From an optimization exercise on the open Yosys and OpenROAD flow, aimed at small area and a short achievable clock period; shortcuts taken in it are not production practice.
Where RTL was checked, it was by simulation tests only, not by an equivalence proof against the original.
The flow treats the clock pin as an ideal source, which a real chip does not have.
No activity file was given, so power comes from the tool's default toggle rates.

Setup of the reference run:
## APB_TOP
module APB_TOP(
    input PCLK, PRESETn,
    input ST, WEN,
    input [8:0] APB_WADRS, APB_RADRS,
    input [7:0] APB_WDATA,
    output [7:0] APB_RDATA_OUT,
    output PSLVERR
);
    wire       WE;       
    wire [7:0] HI, LO;   
    wire [7:0] PWDATA, PRDATA;
    APB_MASTER MASTER_INST (
        .PCLK(PCLK),
        .PRESETn(PRESETn),
        .ST(ST),
        .WEN(WEN),
        .APB_WADRS(APB_WADRS),
        .APB_RADRS(APB_RADRS),
        .APB_WDATA(APB_WDATA),
        .PRDATA(PRDATA),
        .WE(WE),
        .HI(HI),
        .LO(LO),
        .PWDATA(PWDATA),
        .PSLVERR(PSLVERR),
        .APB_RDATA_OUT(APB_RDATA_OUT)
    );
    APB_SLAVE SLAVE_INST (
        .PCLK(PCLK),
        .WE(WE),
        .HI(HI),
        .LO(LO),
        .PWDATA(PWDATA),
        .PRDATA(PRDATA)
    );
endmodule
Settings: LEC_CHECK=0, CAP_MARGIN=20, CORE_MARGIN=2, CORE_UTILIZATION=40, CTS_BUF_LIST=sky130_fd_sc_hd__clkbuf_4 sky130_fd_sc_hd__clkbuf_8, SETUP_SLACK_MARGIN=1.0, SLEW_MARGIN=20; clock period 2.7 ns.
run.sh (not shown) runs the stock make flow with config.mk's settings and CLKGATE_MAP_FILE= SYNTH_SCRIPT=/design/flow/synth_recipe.tcl, a recipe that flattens the netlist after the stock synthesis.
The reference run: PASS, flow complete, no timing, DRC or antenna violations
The following lists how the trial run was set up differently from the reference run:
- a deleted CTS_BUF_LIST that had been sky130_fd_sc_hd__clkbuf_4 sky130_fd_sc_hd__clkbuf_8
- a change of SETUP_SLACK_MARGIN from 1.0 to 1.3
[summary]
The trial run completed end to end with timing, DRC and antenna clean. Diff the reference run -> the trial run | design area | increase of about 2.8%. The maximum clock frequency of the trial run is higher than that of the reference run. Cell count of the trial run falls short of that of the reference run slightly. Against the reference run, total leakage power in the trial run came out worse. Comparing the reference run against the trial run, there is no change at all in die area. The trial run against the reference run: total chip power rose by 6.2%, routed wire length fell by about 3.5%, setup slack of the critical path after layout rose by 0.068 ns, fraction of power consumed by combinational cells fell by 1.0 points, post-route fraction of the period consumed by the critical path fell by 2.5 points. Looking only at TritonCTS buffer count, and setting everything else aside, the lower value of the trial run and the reference run goes to the trial run.
Function was not checked in any run of this note: the RTL went through the layout flow alone.

v10:
Another version of the RTL of APB_TOP (not shown whole).
For scale: roughly 1200 cells after synthesis, ~580 flip-flops, roughly 39 I/O pins, about 21000 um2 of cells after synthesis.
export LEC_CHECK = 0
export CAP_MARGIN = 20
export CORE_MARGIN = 2
export CORE_UTILIZATION = 40
export GPL_TIMING_DRIVEN = 0
export SETUP_SLACK_MARGIN = 1.0
export SLEW_MARGIN = 20
create_clock -name core_clock -period 2.7 [get_ports {PCLK}]
standard.sh (not shown) runs the stock make flow with config.mk's settings and CLKGATE_MAP_FILE= SYNTH_SCRIPT=/design/flow/synth_recipe.tcl, a recipe that flattens the netlist after the stock synthesis.
==> flow/flow/run.sh <==
#!/bin/bash
set -euo pipefail
sed "s|CLKGATE_MAP_FILE= |CLKGATE_MAP_FILE= MATCH_CELL_FOOTPRINT=0 'BUFFER_PORTS_ARGS=-buffer_cell sky130_fd_sc_hd__buf_2' 'CTS_ARGS=-sink_clustering_enable -repair_clock_nets -sink_clustering_size 25 -sink_clustering_max_diameter 80 -dont_use_dummy_load' |" standard.sh > own_standard.sh
grep -q MATCH_CELL_FOOTPRINT=0 own_standard.sh
bash own_standard.sh > own_flow.log 2>&1
Here is what was changed in the inputs of v26 compared with v10.
- GPL_TIMING_DRIVEN no longer set, was 0
- ABC_AREA now 1, previously not set
## What came out
- v26 and v10 ended up with nearly the same worst-skew pair later-pin latency.
- Cmp v26 and v10 / number of distinct library cells after synthesis / lower: v26
- In the reports for v26 and v10, the smaller first-iteration DRC count belongs to v10.
- From v10 to v26 the numbers moved as follows: first-pass GRT wire length higher; count of clock-buffer cells in the layout saw a decrease; cell area up 940 um2; number of vias per cell after detailed routing now smaller.
Relative to v26, the following input files were edited for v57:
- CORE_UTILIZATION: 40 -> 60
- ABC_AREA: 1 -> unset
- CTS_CLUSTER_DIAMETER: unset -> 80
- CTS_CLUSTER_SIZE: unset -> 25
==> flow/flow/run.sh <==
#!/bin/bash
set -euo pipefail
sed "s|CLKGATE_MAP_FILE= |CLKGATE_MAP_FILE= MATCH_CELL_FOOTPRINT=0 'BUFFER_PORTS_ARGS=-buffer_cell sky130_fd_sc_hd__buf_2' |" standard.sh > own_standard.sh
grep -q MATCH_CELL_FOOTPRINT=0 own_standard.sh
bash own_standard.sh > own_flow.log 2>&1
[summary]
Setup slack: v57 worse than v26
As of v57, clock tree buffer count of the final layout had risen by more than half compared to v26.
Compared with v26, in v57 routed wire length shrank by 1.2%; total CTS buffers shrank by about 3.6%.
The net switching component of the power number comes out higher for v26 vs v57.
Looking only at critical path data required time, and setting everything else aside, the higher value of v26 and v57 goes to v57.
v57 did not stop at any stage, and its layout met the timing, DRC and antenna checks.
v57 against v26: multi-input gate share of total cell area shrank by 3.0 points; via count went down 1820; portion of the layout cell area used by non-clock buffers up 1.1 points.
[inputs] v53 vs v57
- changing CORE_UTILIZATION from 60 to 40
- removing CTS_CLUSTER_DIAMETER (formerly 80)
- removing CTS_CLUSTER_SIZE (formerly 25)
- changing SETUP_SLACK_MARGIN from 1.0 to 1.15
==> flow/flow/run.sh <==
#!/bin/bash
set -euo pipefail
sed "s|CLKGATE_MAP_FILE= |CLKGATE_MAP_FILE= MATCH_CELL_FOOTPRINT=0 'BUFFER_PORTS_ARGS=-buffer_cell sky130_fd_sc_hd__buf_2' 'CTS_ARGS=-sink_clustering_enable -repair_clock_nets -sink_clustering_size 25 -sink_clustering_max_diameter 80 -dont_use_dummy_load' |" standard.sh > own_standard.sh
grep -q MATCH_CELL_FOOTPRINT=0 own_standard.sh
bash own_standard.sh > own_flow.log 2>&1
Summary of v53 over v57: final instance area rose by about 2.6%; number of non-filler instances in the completed layout rose by about 12%. In the reports for v57 and v53, the smaller global-route track usage on met3 belongs to v53. Placeable core region, v57 and v53: lower on v57. Number of tapcells: v53 vs v57 up 225. Global-route usage: v53 vs v57 down 8.9 points. Diff v53..v57 | static power due to leakage | negligible. Delta(initial standard-cell utilization of the core, v53 - v57) < 0. Power attributed to sequential cells across v57 and v53: no real change. In the tables for v57 and v53, fraction of final layout cells sized beyond drive strength 1 reads higher with v53.
Inputs modified between v53 and v2:
- SETUP_SLACK_MARGIN now 1.0, was 1.15
- CORE_UTILIZATION now 50, was 40
--- outcome ---
v2 against v53: post-route non-filler standard cell count decreased about 9%, via total after detailed routing decreased 40, fmax decreased about 2.6%. met5 as the uppermost signal routing layer after detailed routing was reported by v53, and met4 by v2.
The following lists how v54 was set up differently from v2:
- CORE_UTILIZATION changed from 50 to 40
### Flow results
As far as cell count of the worst hold path goes, v54 and v2 are indistinguishable; the numbers are identical. | number of cells upsized or downsized after cts | v54 vs v2 | about 110% higher |. Power density normalized to cell area of v54 is on par with v2. Taking v2 as the reference, in v54 via count moved down, number of clock-tree buffers in the layout moved up, first-pass iteration count of the detailed router moved down. Against v2, v54 comes in 0.5 points higher on proportion of power drawn by the clock network. v54 reached the final stage; the timing, DRC and antenna checks on its layout passed. Post-layout instance area in v54 is about 0.7% higher than in v2.

Starting RTL as in the previous note.
Settings: LEC_CHECK=0, ABC_CLOCK_PERIOD_IN_PS=1500, CAP_MARGIN=20, CORE_MARGIN=2, CORE_UTILIZATION=40, SETUP_SLACK_MARGIN=1.0, SLEW_MARGIN=20; clock period 2.7 ns.
==> flow/flow/run.sh <==
#!/bin/bash
set -euo pipefail
sed "s|CLKGATE_MAP_FILE= |CLKGATE_MAP_FILE= MATCH_CELL_FOOTPRINT=0 'BUFFER_PORTS_ARGS=-buffer_cell sky130_fd_sc_hd__buf_2' 'CTS_ARGS=-sink_clustering_enable -repair_clock_nets -sink_clustering_size 25 -sink_clustering_max_diameter 80 -dont_use_dummy_load' |" standard.sh > own_standard.sh
grep -q MATCH_CELL_FOOTPRINT=0 own_standard.sh
bash own_standard.sh > own_flow.log 2>&1
==> next run, changes <==
- ABC_CLOCK_PERIOD_IN_PS: 1500 -> unset
- SETUP_SLACK_MARGIN: 1.0 -> 0.5
Result: The changed run finished clean. Power went down slightly. Flip-flop and latch count stays the same. Worst setup slack is worse by 440 ps. Final cell count decreases slightly. Combinational power came out lower by about a fifth. Routed wire length decreases by a few percent. Worst hold slack improves by 4.6 ps. Die area stays the same. Non-clock buffer count drops by 13.
==> next run, changes <==
==> flow/flow/run.sh (replaced) <==
#!/bin/bash
set -euo pipefail
sed "s|CLKGATE_MAP_FILE= |CLKGATE_MAP_FILE= MATCH_CELL_FOOTPRINT=0 'BUFFER_PORTS_ARGS=-buffer_cell sky130_fd_sc_hd__buf_2' |" standard.sh > own_standard.sh
grep -q MATCH_CELL_FOOTPRINT=0 own_standard.sh
bash own_standard.sh > own_flow.log 2>&1
- CTS_CLUSTER_DIAMETER: unset -> 80
- CTS_CLUSTER_SIZE: unset -> 25
- SETUP_SLACK_MARGIN: 0.5 -> 1.0
Non-clock buffer count went up by 15.
Clock power went up by 12%.
First-iteration DRC count went down by 2.3%.
Final area went up by 3.2%.
Final cell count went up by 2.0%.
Synthesized cell count stays the same.
Sequential power stays flat.
Via count went up by 1.6%.
==> next run, changes <==
==> flow/flow/run.sh (replaced) <==
#!/bin/bash
set -euo pipefail
HOOK="$(pwd)/flow/cts_hook.tcl"
sed "s|CLKGATE_MAP_FILE= |CLKGATE_MAP_FILE= MATCH_CELL_FOOTPRINT=0 'BUFFER_PORTS_ARGS=-buffer_cell sky130_fd_sc_hd__buf_2' 'CTS_ARGS=-sink_clustering_enable -repair_clock_nets -sink_clustering_size 25 -sink_clustering_max_diameter 80 -dont_use_dummy_load' 'PRE_CTS_TCL=$HOOK' |" standard.sh > own_standard.sh
grep -q PRE_CTS_TCL own_standard.sh
bash own_standard.sh > own_flow.log 2>&1
==> flow/flow/cts_hook.tcl (new file) <==
# Sourced before CTS (PRE_CTS_TCL). Wraps clock_tree_synthesis so that, once
# the clock tree is built, the read pipeline register SLAVE_INST.PRDATA gets
# its clock through one more buffer (useful skew): the read of the memory in
# the SETUP cycle, which ends at PRDATA, gets a little more time, and PRDATA's
# own path (to the APB_RDATA_OUT register, in the ACCESS cycle) is short.
# PRDATA is fed only by registers and feeds only a register, so no path from
# an input or to an output changes. The buffer is placed at the flip-flops'
# centroid; cts.tcl legalizes it with the rest of the tree.
rename clock_tree_synthesis my_orig_clock_tree_synthesis
proc clock_tree_synthesis {args} {
  my_orig_clock_tree_synthesis {*}$args
  set block [ord::get_db_block]
  set master [[ord::get_db] findMaster sky130_fd_sc_hd__clkbuf_8]
  set flops {}
  foreach inst [$block getInsts] {
    if {[string match {SLAVE_INST.PRDATA*} [$inst getName]]} { lappend flops $inst }
  }
  puts "useful skew: [llength $flops] PRDATA flip-flops"
  if {[llength $flops] == 0} { return }
  set src [[[lindex $flops 0] findITerm CLK] getNet]
  set net [odb::dbNet_create $block prdata_skew_clk]
  $net setSigType CLOCK
  set buf [odb::dbInst_create $block $master prdata_skew_buf]
  set sx 0
  set sy 0
  foreach f $flops {
    set it [$f findITerm CLK]
    $it disconnect
    $it connect $net
    set loc [$f getLocation]
    set sx [expr {$sx + [lindex $loc 0]}]
    set sy [expr {$sy + [lindex $loc 1]}]
  }
  [$buf findITerm A] connect $src
  [$buf findITerm X] connect $net
  $buf setLocation [expr {int($sx / [llength $flops])}] [expr {int($sy / [llength $flops])}]
  $buf setPlacementStatus PLACED
}
- CTS_CLUSTER_DIAMETER: 80 -> unset
- CTS_CLUSTER_SIZE: 25 -> unset
- SETUP_SLACK_MARGIN: 1.0 -> 1.1
The new run completed with no timing, DRC or antenna violations.
Synthesized area does not change.
Combinational power went down slightly.
Worst hold slack degrades by 3.4 ps.
Routed wire length fell slightly.
Critical path depth falls by 4.
Worst setup slack is better by 73 ps.
==> next run, changes <==
- SETUP_SLACK_MARGIN: 1.1 -> 1.0
Outcome:
- The changed run ran to the end with no violations
- wire length went down by 1.8%
- total power went up by 0.31%
- fmax went down by 3.1%
- worst setup slack degrades by 51 ps
- cell count went down by 0.59%
- sequential share of layout area went up by 0.92 points
- core utilization went down by 0.61 points
- hold slack improves by 16 ps
- synthesized cell count is unchanged
- die area stays the same
- flip-flop and latch count is unchanged

[afterwards: timing with drivers on the ports]
Ports are ideal in the flow. The routed layouts listed here were re-timed in OpenROAD. Step 1, drivers: a clkbuf_16 drives PCLK and a buf_2 each remaining input, both assumed. Step 2 also shifts input and output timing later by t, the mid clock arrival at the registers, as if the neighbouring blocks saw the same clock. Slacks: no drivers / after step 1 / after step 2; pairs: no drivers / after step 1.
| run | t, ns | slack for setup (ns) | slew at the worst register clock pin (ns) | worst slew at a driven data input, ns | pins driven straight from the clock port |
|---|---|---|---|---|---|
| the reference run | 0.680 | 0.818 / 0.818 / 0.374 | 0.07 / 0.07 | 0.15 | 1 |
| the trial run | 0.653 | 0.885 / 0.885 / 0.694 | 0.07 / 0.07 | 0.04 | 1 |
| v10 | 0.638 | 0.752 / 0.752 / 0.442 | 0.10 / 0.10 | 0.13 | 1 |
| v26 | 0.637 | 1.021 / 0.995 / 0.522 | 0.10 / 0.10 | 0.06 | 1 |
| v57 | 0.628 | 0.958 / 0.958 / 0.601 | 0.10 / 0.10 | 0.03 | 1 |
| v53 | 0.628 | 1.023 / 1.020 / 0.705 | 0.10 / 0.10 | 0.03 | 1 |
| v2 | 0.629 | 0.978 / 0.978 / 0.825 | 0.10 / 0.10 | 0.03 | 1 |
| v54 | 0.633 | 1.013 / 1.013 / 0.827 | 0.10 / 0.10 | 0.04 | 1 |
| the first run of note 3 | 0.633 | 1.013 / 1.013 / 0.827 | 0.10 / 0.10 | 0.04 | 1 |
| the second run of note 3 | 0.631 | 0.574 / 0.574 / 0.574 | 0.10 / 0.10 | 0.04 | 1 |
| the third run of note 3 | 0.643 | 1.012 / 1.012 / 0.829 | 0.10 / 0.10 | 0.04 | 1 |
| the fourth run of note 3 | 0.723 | 1.085 / 1.031 / 0.625 | 0.11 / 0.11 | 0.03 | 1 |
| the fifth run of note 3 | 0.712 | 1.034 / 1.034 / 0.726 | 0.10 / 0.10 | 0.03 | 1 |
After both steps every run listed still meets setup and hold. For v26, which loses most, drivers alone change the setup slack by -0.026 ns; drivers and shift together by -0.499 ns.
